From an optimization exercise on the open Yosys and OpenROAD flow, aimed at small area, a short achievable clock period and few clock cycles per item; shortcuts taken in it are not production practice.
The RTL was checked by simulation tests, not by an equivalence proof against the original design.
Power is estimated from default activity; no workload was simulated.

### flow/design.v
module JAM (
input CLK,
input RST,
output reg [2:0] W,
output reg [2:0] J,
input [6:0] Cost,
output reg [3:0] MatchCount,
output reg [9:0] MinCost,
output reg Valid );
localparam IDLE = 2'D0, SORT = 2'D2, OUTPUT = 2'D3;
localparam get_com = 2'D0, get_cost = 2'D1,comp_cost = 2'd2; 
integer map_i,i,j;
reg [1:0]top_state,top_state_n;
reg access_finish,sort_finish,access_finish_n,sort_finish_n;
reg [2:0]W_n,J_n;
reg [1:0]sort_state,sort_state_n;
reg comb_finish,comb_finish_n;
reg [2:0]combination[0:7];
reg [2:0]combination_n[0:7];
reg [9:0]now_cost, now_cost_n;
reg [9:0]MinCost_n;
reg [3:0]MatchCount_n;
reg [2:0]cost_cnt,cost_cnt_n;
reg first_perm;  
always@* begin
    case(top_state)
    IDLE: begin    
        top_state_n = SORT;
    end
    SORT: begin
        if(~sort_finish) begin
            top_state_n = SORT;
        end 
        else begin
            top_state_n = OUTPUT;
        end 
    end
    OUTPUT: begin
        top_state_n = OUTPUT; 
    end
    default: begin
        top_state_n = IDLE;
    end
    endcase
end
always@(posedge CLK) begin
    if(RST) begin
        top_state <= IDLE;
    end    
    else begin
        top_state <= top_state_n;
    end    
end
always @* begin
    case(top_state)
    SORT: begin
        case(sort_state)
        get_com: begin
            sort_state_n = get_cost; 
            cost_cnt_n = 0;
            sort_finish_n = 0;
        end
        get_cost: begin
            if(cost_cnt == 7) begin
                sort_state_n = comp_cost; 
                cost_cnt_n = 0;
                sort_finish_n = 0;
            end
            else begin
                sort_state_n = sort_state; 
                cost_cnt_n = cost_cnt + 1;
                sort_finish_n = 0;
            end
        end
        comp_cost: begin
            if(comb_finish) begin 
                sort_state_n = sort_state;
                cost_cnt_n = 0;
                sort_finish_n = 1;
            end 
            else begin
                sort_state_n = get_com;
                cost_cnt_n = 0;
                sort_finish_n = 0;
            end
        end
        default: begin
            sort_state_n = get_com;
            cost_cnt_n = 0;
            sort_finish_n = 0;
        end
        endcase 
    end
    default: begin
        sort_state_n = get_com;
        cost_cnt_n = 0;
        sort_finish_n = 0;
    end
    endcase
end
always @* begin
    case(top_state)
    SORT: begin
        case(sort_state)
        get_com: begin
            if (first_perm) begin
                comb_finish_n = 0;
                for (j = 0;j < 8;j = j + 1) begin
                    combination_n[j] = combination[j];
                end
            end
            else if (combination[7] > combination[6]) begin
                comb_finish_n = 0;
                for (j = 0;j < 6;j = j + 1) begin
                    combination_n[j] = combination[j];
                end
                combination_n[6] = combination[7];
                combination_n[7] = combination[6];
            end
            else if (combination[6] > combination[5]) begin
                comb_finish_n = 0;
                for (j = 0;j < 5;j = j + 1) begin
                    combination_n[j] = combination[j];
                end
                if (combination[7] > combination[5]) begin
                    combination_n[5] = combination[7];
                    combination_n[6] = combination[5];
                    combination_n[7] = combination[6];
                end
                else begin
                    combination_n[5] = combination[6];
                    combination_n[6] = combination[7];
                    combination_n[7] = combination[5];
                end
            end
            else if (combination[5] > combination[4]) begin
                comb_finish_n = 0;
                for (j = 0;j < 4;j = j + 1) begin
                    combination_n[j] = combination[j];
                end
                if (combination[7] > combination[4]) begin
                    combination_n[4] = combination[7];
                    combination_n[5] = combination[4];
                    combination_n[6] = combination[6];
                    combination_n[7] = combination[5];
                end
                else if (combination[6] > combination[4]) begin
                    combination_n[4] = combination[6];
                    combination_n[5] = combination[7];
                    combination_n[6] = combination[4];
                    combination_n[7] = combination[5];
                end
                else begin
                    combination_n[4] = combination[5];
                    combination_n[5] = combination[7];
                    combination_n[6] = combination[6];
                    combination_n[7] = combination[4];
                end
            end
            else if (combination[4] > combination[3]) begin
                comb_finish_n = 0;
                for (j = 0;j < 3;j = j + 1) begin
                    combination_n[j] = combination[j];
                end
                if (combination[7] > combination[3]) begin
                    combination_n[3] = combination[7];
                    combination_n[4] = combination[3];
                    combination_n[5] = combination[6];
                    combination_n[6] = combination[5];
                    combination_n[7] = combination[4];
                end
                else if (combination[6] > combination[3]) begin
                    combination_n[3] = combination[6];
                    combination_n[4] = combination[7];
                    combination_n[5] = combination[3];
                    combination_n[6] = combination[5];
                    combination_n[7] = combination[4];
                end
                else if (combination[5] > combination[3]) begin
                    combination_n[3] = combination[5];
                    combination_n[4] = combination[7];
                    combination_n[5] = combination[6];
                    combination_n[6] = combination[3];
                    combination_n[7] = combination[4];
                end
                else begin
                    combination_n[3] = combination[4];
                    combination_n[4] = combination[7];
                    combination_n[5] = combination[6];
                    combination_n[6] = combination[5];
                    combination_n[7] = combination[3];
                end
            end
            else if (combination[3] > combination[2]) begin
                comb_finish_n = 0;
                for (j = 0;j < 2;j = j + 1) begin
                    combination_n[j] = combination[j];
                end
                if (combination[7] > combination[2]) begin
                    combination_n[2] = combination[7];
                    combination_n[3] = combination[2];
                    combination_n[4] = combination[6];
                    combination_n[5] = combination[5];
                    combination_n[6] = combination[4];
                    combination_n[7] = combination[3];
                end
                else if (combination[6] > combination[2]) begin
                    combination_n[2] = combination[6];
                    combination_n[3] = combination[7];
                    combination_n[4] = combination[2];
                    combination_n[5] = combination[5];
                    combination_n[6] = combination[4];
                    combination_n[7] = combination[3];
                end
                else if (combination[5] > combination[2]) begin
                    combination_n[2] = combination[5];
                    combination_n[3] = combination[7];
                    combination_n[4] = combination[6];
                    combination_n[5] = combination[2];
                    combination_n[6] = combination[4];
                    combination_n[7] = combination[3];
                end
                else if (combination[4] > combination[2]) begin
                    combination_n[2] = combination[4];
                    combination_n[3] = combination[7];
                    combination_n[4] = combination[6];
                    combination_n[5] = combination[5];
                    combination_n[6] = combination[2];
                    combination_n[7] = combination[3];
                end
                else begin
                    combination_n[2] = combination[3];
                    combination_n[3] = combination[7];
                    combination_n[4] = combination[6];
                    combination_n[5] = combination[5];
                    combination_n[6] = combination[4];
                    combination_n[7] = combination[2];
                end
            end
            else if (combination[2] > combination[1]) begin
                comb_finish_n = 0;
                combination_n[0] = combination[0];
                if (combination[7] > combination[1]) begin
                    combination_n[1] = combination[7];
                    combination_n[2] = combination[1];
                    combination_n[3] = combination[6];
                    combination_n[4] = combination[5];
                    combination_n[5] = combination[4];
                    combination_n[6] = combination[3];
                    combination_n[7] = combination[2];
                end
                else if (combination[6] > combination[1]) begin
                    combination_n[1] = combination[6];
                    combination_n[2] = combination[7];
                    combination_n[3] = combination[1];
                    combination_n[4] = combination[5];
                    combination_n[5] = combination[4];
                    combination_n[6] = combination[3];
                    combination_n[7] = combination[2];
                end
                else if (combination[5] > combination[1]) begin
                    combination_n[1] = combination[5];
                    combination_n[2] = combination[7];
                    combination_n[3] = combination[6];
                    combination_n[4] = combination[1];
                    combination_n[5] = combination[4];
                    combination_n[6] = combination[3];
                    combination_n[7] = combination[2];
                end
                else if (combination[4] > combination[1]) begin
                    combination_n[1] = combination[4];
                    combination_n[2] = combination[7];
                    combination_n[3] = combination[6];
                    combination_n[4] = combination[5];
                    combination_n[5] = combination[1];
                    combination_n[6] = combination[3];
                    combination_n[7] = combination[2];
                end
                else if (combination[3] > combination[1]) begin
                    combination_n[1] = combination[3];
                    combination_n[2] = combination[7];
                    combination_n[3] = combination[6];
                    combination_n[4] = combination[5];
                    combination_n[5] = combination[4];
                    combination_n[6] = combination[1];
                    combination_n[7] = combination[2];
                end
                else begin
                    combination_n[1] = combination[2];
                    combination_n[2] = combination[7];
                    combination_n[3] = combination[6];
                    combination_n[4] = combination[5];
                    combination_n[5] = combination[4];
                    combination_n[6] = combination[3];
                    combination_n[7] = combination[1];
                end
            end
            else if (combination[1] > combination[0]) begin
                comb_finish_n = 0;
                if (combination[7] > combination[0]) begin
                    combination_n[0] = combination[7];
                    combination_n[1] = combination[0];
                    combination_n[2] = combination[6];
                    combination_n[3] = combination[5];
                    combination_n[4] = combination[4];
                    combination_n[5] = combination[3];
                    combination_n[6] = combination[2];
                    combination_n[7] = combination[1];
                end
                else if (combination[6] > combination[0]) begin
                    combination_n[0] = combination[6];
                    combination_n[1] = combination[7];
                    combination_n[2] = combination[0];
                    combination_n[3] = combination[5];
                    combination_n[4] = combination[4];
                    combination_n[5] = combination[3];
                    combination_n[6] = combination[2];
                    combination_n[7] = combination[1];
                end
                else if (combination[5] > combination[0]) begin
                    combination_n[0] = combination[5];
                    combination_n[1] = combination[7];
                    combination_n[2] = combination[6];
                    combination_n[3] = combination[0];
                    combination_n[4] = combination[4];
                    combination_n[5] = combination[3];
                    combination_n[6] = combination[2];
                    combination_n[7] = combination[1];
                end
                else if (combination[4] > combination[0]) begin
                    combination_n[0] = combination[4];
                    combination_n[1] = combination[7];
                    combination_n[2] = combination[6];
                    combination_n[3] = combination[5];
                    combination_n[4] = combination[0];
                    combination_n[5] = combination[3];
                    combination_n[6] = combination[2];
                    combination_n[7] = combination[1];
                end
                else if (combination[3] > combination[0]) begin
                    combination_n[0] = combination[3];
                    combination_n[1] = combination[7];
                    combination_n[2] = combination[6];
                    combination_n[3] = combination[5];
                    combination_n[4] = combination[4];
                    combination_n[5] = combination[0];
                    combination_n[6] = combination[2];
                    combination_n[7] = combination[1];
                end
                else if (combination[2] > combination[0]) begin
                    combination_n[0] = combination[2];
                    combination_n[1] = combination[7];
                    combination_n[2] = combination[6];
                    combination_n[3] = combination[5];
                    combination_n[4] = combination[4];
                    combination_n[5] = combination[3];
                    combination_n[6] = combination[0];
                    combination_n[7] = combination[1];
                end
                else begin
                    combination_n[0] = combination[1];
                    combination_n[1] = combination[7];
                    combination_n[2] = combination[6];
                    combination_n[3] = combination[5];
                    combination_n[4] = combination[4];
                    combination_n[5] = combination[3];
                    combination_n[6] = combination[2];
                    combination_n[7] = combination[0];
                end
            end
            else begin
                comb_finish_n = 1;
                for (j = 0;j < 8;j = j + 1) begin
                    combination_n[j] = combination[j];
                end
            end
        end
        default: begin
            comb_finish_n = comb_finish;
            for (j = 0;j < 8;j = j + 1) begin
                combination_n[j] = combination[j];
            end
        end
        endcase
    end
    default: begin
        comb_finish_n = 0;
        for (j = 0;j < 8;j = j + 1) begin
            combination_n[j] = combination[j];
        end
    end
    endcase
end
always @* begin
    case(top_state)
    SORT: begin
        case(sort_state)
            get_com: begin
                W_n = 0;
                J_n = combination_n[0];
            end
            get_cost: begin
                if(W < 8) begin
                    W_n = W + 1;
                    J_n = combination[W_n];
                end
                else begin
                    W_n = 0;
                    J_n = combination[0];
                end
            end
            comp_cost: begin
                W_n = 0;
                J_n = combination_n[0]; 
            end
            default: begin
                W_n = 0;
                J_n = combination_n[0]; 
            end
        endcase
    end
    default: begin
        W_n = 0;
        J_n = combination_n[0];
    end
    endcase
end
always @* begin
    case(top_state)
    SORT: begin
        case(sort_state)
            get_com: begin
                now_cost_n = 0;
            end
            get_cost: begin
                now_cost_n = now_cost + Cost;
            end
            comp_cost: begin
                now_cost_n = now_cost; 
            end
            default: begin
                now_cost_n = now_cost; 
            end
        endcase
    end 
    default: begin
        now_cost_n = now_cost;
    end
    endcase
end
always @* begin
    case(top_state)
    SORT: begin
        case(sort_state)
            get_com: begin
                MinCost_n = MinCost;
                MatchCount_n = MatchCount;
            end
            get_cost: begin
                MinCost_n = MinCost;
                MatchCount_n = MatchCount;
            end
            comp_cost: begin
                if(comb_finish) begin
                    MinCost_n = MinCost;
                    MatchCount_n = MatchCount;
                end
                else if(now_cost < MinCost) begin
                    MinCost_n = now_cost;
                    MatchCount_n = 1; 
                end
                else if (now_cost == MinCost) begin
                    MinCost_n = MinCost;
                    MatchCount_n = MatchCount + 1;
                end
                else begin
                    MinCost_n = MinCost;
                    MatchCount_n = MatchCount; 
                end 
            end
            default: begin
                MinCost_n = MinCost;
                MatchCount_n = MatchCount;
            end
        endcase
    end 
    default: begin
        MinCost_n = MinCost;
        MatchCount_n = MatchCount;
    end
    endcase
end
always @(posedge CLK) begin
    if (RST) begin
        sort_state <= get_com;
        combination[0] <= 3'D0;
        combination[1] <= 3'D1;
        combination[2] <= 3'D2;
        combination[3] <= 3'D3;
        combination[4] <= 3'D4;
        combination[5] <= 3'D5;
        combination[6] <= 3'D6;
        combination[7] <= 3'D7;
        MinCost <= ~10'D0;
        MatchCount <= 0;
        comb_finish <= 0;
        first_perm <= 1'b1;
        sort_finish <= 0;
        now_cost <= 0;
        cost_cnt <= 0;
        W <= 0;
        J <= 0;
    end
    else begin
        sort_state <= sort_state_n;
        for (j = 0;j < 8;j = j + 1) begin
            combination[j] <= combination_n[j];
        end
        MinCost <= MinCost_n;
        MatchCount <= MatchCount_n;
        comb_finish <= comb_finish_n;
        if (top_state == SORT && sort_state == get_com)
            first_perm <= 1'b0;
        sort_finish <= sort_finish_n;
        now_cost <= now_cost_n;
        cost_cnt <= cost_cnt_n;
        W <= W_n;
        J <= J_n;
    end
end
always @(posedge CLK) begin
    if (RST) begin
        Valid <= 0;
    end
    else if(top_state == OUTPUT) begin
        Valid <= 1;
    end
    else begin
        Valid <= 0;
    end
end
endmodule
### flow/run.sh
#!/bin/bash
# synth_recipe.tcl (not shown) runs the flow's synth.tcl, then flattens the netlist and writes it again
# the make line also repeats each setting of config.mk as NAME=value (left out here)
make -C /OpenROAD-flow-scripts/flow DESIGN_CONFIG=/design/flow/config.mk WORK_HOME=/design/flow/orfs CLKGATE_MAP_FILE= SYNTH_SCRIPT=/design/flow/synth_recipe.tcl finish
### flow/config.mk
export PLATFORM = sky130hd
export DESIGN_NAME = JAM
export DESIGN_NICKNAME = JAM
export VERILOG_FILES = /design/flow/design.v
export SDC_FILE = /design/flow/constraint.sdc
export NUM_CORES = 4
export LEC_CHECK = 0
export CAP_MARGIN = 20
export CORE_MARGIN = 2
export CORE_UTILIZATION = 40
export SLEW_MARGIN = 20
### flow/constraint.sdc
create_clock -name core_clock -period 6.0 [get_ports {CLK}]
set_input_delay 1.2000 -clock core_clock [delete_from_list [all_inputs] [get_ports {CLK}]]
set_output_delay 1.2000 -clock core_clock [all_outputs]
set_load 0.01 [all_outputs]
==> results_dict.tcl <==
set metrics [dict create \
    status "timing/DRC/antenna clean" \
    clk_latency_ns 0.34 \
    wire_per_inst_um 21.2 \
    rows 48 \
    nFillCells 1764 \
    antennaDiodeCount 0 \
    syn-cell-area_um2 7180 \
    async_flop_share 0 \
    synth.top_cells.by_count "109 x ha_1, 65 x dfxtp_1, 62 x o21ai_0, 59 x a21oi_1, 59 x nor2_1" \
    core_area_um2 17400 \
    syn_inst 903 \
    wl_met2_mm 10.1 \
    finalMaxSlewViolations 0 \
    finalInstanceArea_um2 7950 \
    critPathMostFrequentCell "nand2_1" \
    synth-simple-area-share 0.165 \
    tightest_slew_ns 1.04 \
    layout.cells.non_filler 1136 \
    tns_ns 0 \
    dp.cells 1119 \
    met3_length_mm 2.19 \
    ant_nets 0 \
    place_area_um2 7660 \
    crit_path_cell_trace "inv_1 -> ha_1 -> a21oi_1 -> a32o_1 -> nand2_1 -> nor3_2 -> nand2_1 -> nor3_4 -> o2111ai_1 -> o211a_1" \
    path_max_fanout 16 \
    multi_input_comb_area_um2 5480 \
    dieHeight_um 138 \
    gp_congestion 0.984 \
    cp_top_family "simple AND/OR/NAND/NOR gates" \
    routed_wl_mm 24.1 \
    hold_viol 0 \
    fin_crit_sh 0.657 \
    synthTopCellsByArea "ha_1 19%, dfxtp_1 18%, mux2i_1 7.7%" \
    relSlewSlack 0.300 \
    antenna_found_initial 0 \
    rsz0062_at_grt "no" \
    muxShareOfSynthArea 0.0798 \
    wl_met1_mm 11.1 \
    path_class "register to register" \
    grt_pass1_vias 6514 \
    setup_ws_ns 2.06 \
    cp_data_arrival_time_ns 4.18 \
    fmax_mhz 254 \
    io_buffers 29 \
    cts.sinks 65 \
    highest_layer "met4" \
    cts_setup_buffers 0 \
    leakagePower_nw 3.35 \
    initial_core_util 0.412 \
    ctsRootBufferMaster "clkbuf_16" \
    crit_path_end_kind "register" \
    drive_gt1_frac 0.0648 \
    drcViolationCount 0 \
    syn_to_final_growth_pct 10.7 \
    netlist.area_leader.share 0.190 \
    via_count 7277 \
    pre_cts_slack_ns 2.18 \
    cts_hold_buf 0 \
    path_buf_inv 1 \
    grt_pass1_wl_mm 37.5 \
    cts.repair.resized 0 \
    ir_drop_mv 0.162 \
    yosysUniqueCellTypes 80 \
    report.final.setup_viol 0 \
    vias_per_cell 6.41 \
    path_clk_slew_ns 0.06 \
    synth_top_family_by_area "compound AO/OA/AOI/OAI gates" \
    drtPass1Iterations 6 \
    crit_path_top_delay_cell "dfxtp_1" \
    clock-skew-final_ns 0.00699 \
    dp_hpwl_mm 16.8 \
    nNetsFinal 1025 \
    clockBufferDepth 2 \
    seqCellArea_um2 1300 \
    start_kind "register" \
    period_needed_ns 3.94 \
    drt_iter0_drc 825 \
    synth_xor_xnor_area_share 0.0110 \
    synth_edf_count 0 \
    grt_max_degree 36 \
    globalRoute.totalOverflow 0 \
    cts_buffers 9 \
    die_w_um 138 \
    powerDensity_nw_per_um2 160 \
    synth_most_common_cell "ha_1" \
    yosysTopAreaCell "ha_1" \
    critical_path_required_ns 6.23 \
    ys_ff_latch 65 \
    drv_cap 0 \
    grt_usage 0.259 \
    dieArea_um2 19000 \
    synthFlopType "dfxtp_1" \
    worst_path_largest_cell_delay_ns 0.88 \
    cts_tree "done" \
    synthAdderAreaFrac 0.193 \
    synth-compound-area-share 0.313 \
    synth-seq-area-share 0.181 \
    h-tree-depth 3 \
    hold_class "register to register" \
    yosys_warnings 3 \
    syn_nets 1022 \
    ios 30 \
    synth.avg_cell_area_um2 7.95 \
]
report_power, final:
part           total, W  leakage, nW  internal (W)  switching, W
clock          0.000494        0.125      0.000280      0.000214
combinational  0.000313         2.70      0.000119      0.000194
sequential     0.000462        0.527      0.000439     0.0000227
through the flow:
stage                     power, W  hold WS, ns   util
after floorplan           0.000686        0.407      -
after global placement    0.000774        0.429  0.440
after detailed placement  0.000773        0.436  0.440
after CTS                  0.00126        0.443  0.456
after global routing       0.00132        0.468  0.456
final                      0.00127        0.442  0.456
worst reg2reg max path: stages, from the launching register on:
cell and delay [ns]:
dfxtp_1 0.88, inv_1 0.37, ha_1 0.44, a21oi_1 0.20, a32o_1 0.39, nand2_1 0.27
nor3_2 0.38, nand2_1 0.15, nor3_4 0.35, o2111ai_1 0.23, o211a_1 0.18
cell usage in the layout (no fill, tap or decap), drive strengths merged, types with 10 or more instances in the layout:
| cell type | Yosys | final |
|---|---|---|
| buf | 2 | 14 |
| nor3 | 18 | 18 |
| o21ai | 70 | 70 |
| clkdlybuf4s50 | 0 | 29 |
| nor2 | 59 | 59 |
| mux2i | 55 | 55 |
| o211ai | 24 | 24 |
| clkbuf | 49 | 10 |
| dfxtp | 65 | 65 |
| a211oi | 23 | 23 |
| inv | 57 | 57 |
| o21a | 12 | 12 |
| ha | 109 | 109 |
| nor2b | 19 | 19 |
| nand2 | 59 | 59 |
| a31oi | 12 | 12 |
| a22oi | 12 | 12 |
| o221ai | 11 | 11 |
| a21oi | 59 | 59 |
| a221oi | 13 | 13 |
| nand3 | 31 | 31 |
area by class of cell:
type,instances,share of cell area
Inverter,57,0.0269
Tap cell,225,0.0354
Sequential cell,65,0.164
Timing Repair Buffer,43,0.0507
Clock inverter,6,0.00567
Multi-Input combinational cell,730,0.689
Clock buffer,10,0.0288
per-layer routing:
| metal | vias to the layer above | GRT usage |
|---|---|---|
| met2 | 372 | 0.372 |
| met1 | 3387 | 0.383 |
| met3 | 58 | 0.0435 |
| met5 | - | 0 |
| li1 | 3460 | - |
| met4 | 0 | 0.0947 |
sequential cells by signal, indices dropped and copies added (netlist names), 2 cells and up:
register / count
MatchCount: 4
top_state: 2
now_cost: 10
W: 3
cost_cnt: 3
MinCost: 10
J: 3
sort_state: 2
combination: 24
kinds of logic (layout without fill, tap and decap cells):
| family | after synthesis | in the layout |
|---|---|---|
| mux | 57 | 57 |
| buf+inv | 108 | 116 |
| simple gates | 232 | 232 |
| fa+ha+maj | 110 | 110 |
| flops | 65 | 65 |
| compound gates | 322 | 322 |
| xor+xnor | 9 | 9 |
path summary, 6_finish.rpt:
path	from	endpoint	slack, ns	depth (start not counted)
worst max-delay path	combination[5][2]	combination[0][0]	2.06	10
worst min-delay path	cost_cnt[0]	cost_cnt[0]	0.44	1
worst max register to register	combination[5][2]	combination[0][0]	2.06	10
worst min register to register	cost_cnt[0]	cost_cnt[0]	0.44	1
Testbench counts, summed over its fixed seeds: cycles 12,902,848, jobs 32.

-- re-timing with driven ports --
No port has a modelled driver above. Below, the same layout with a new extraction and two added sets of constraints. Step 1: set_driving_cell puts a clkbuf_16 on CLK and a buf_2 on each other input, an assumption about the parent block. Step 2 also shifts input and output timing later by t, the mid clock arrival at the registers, as if the neighbouring blocks saw the same clock. Slacks: no drivers / after step 1 / after step 2; pairs: no drivers / after step 1.
shift t [ns]: 0.379
setup slack, ns: 2.055 / 2.055 / 2.055
pins driven straight from the clock port: 1
After both steps setup and hold are still met in this run. The setup slack of this run moves by 0.000 ns with the drivers and by 0.000 ns with both steps.
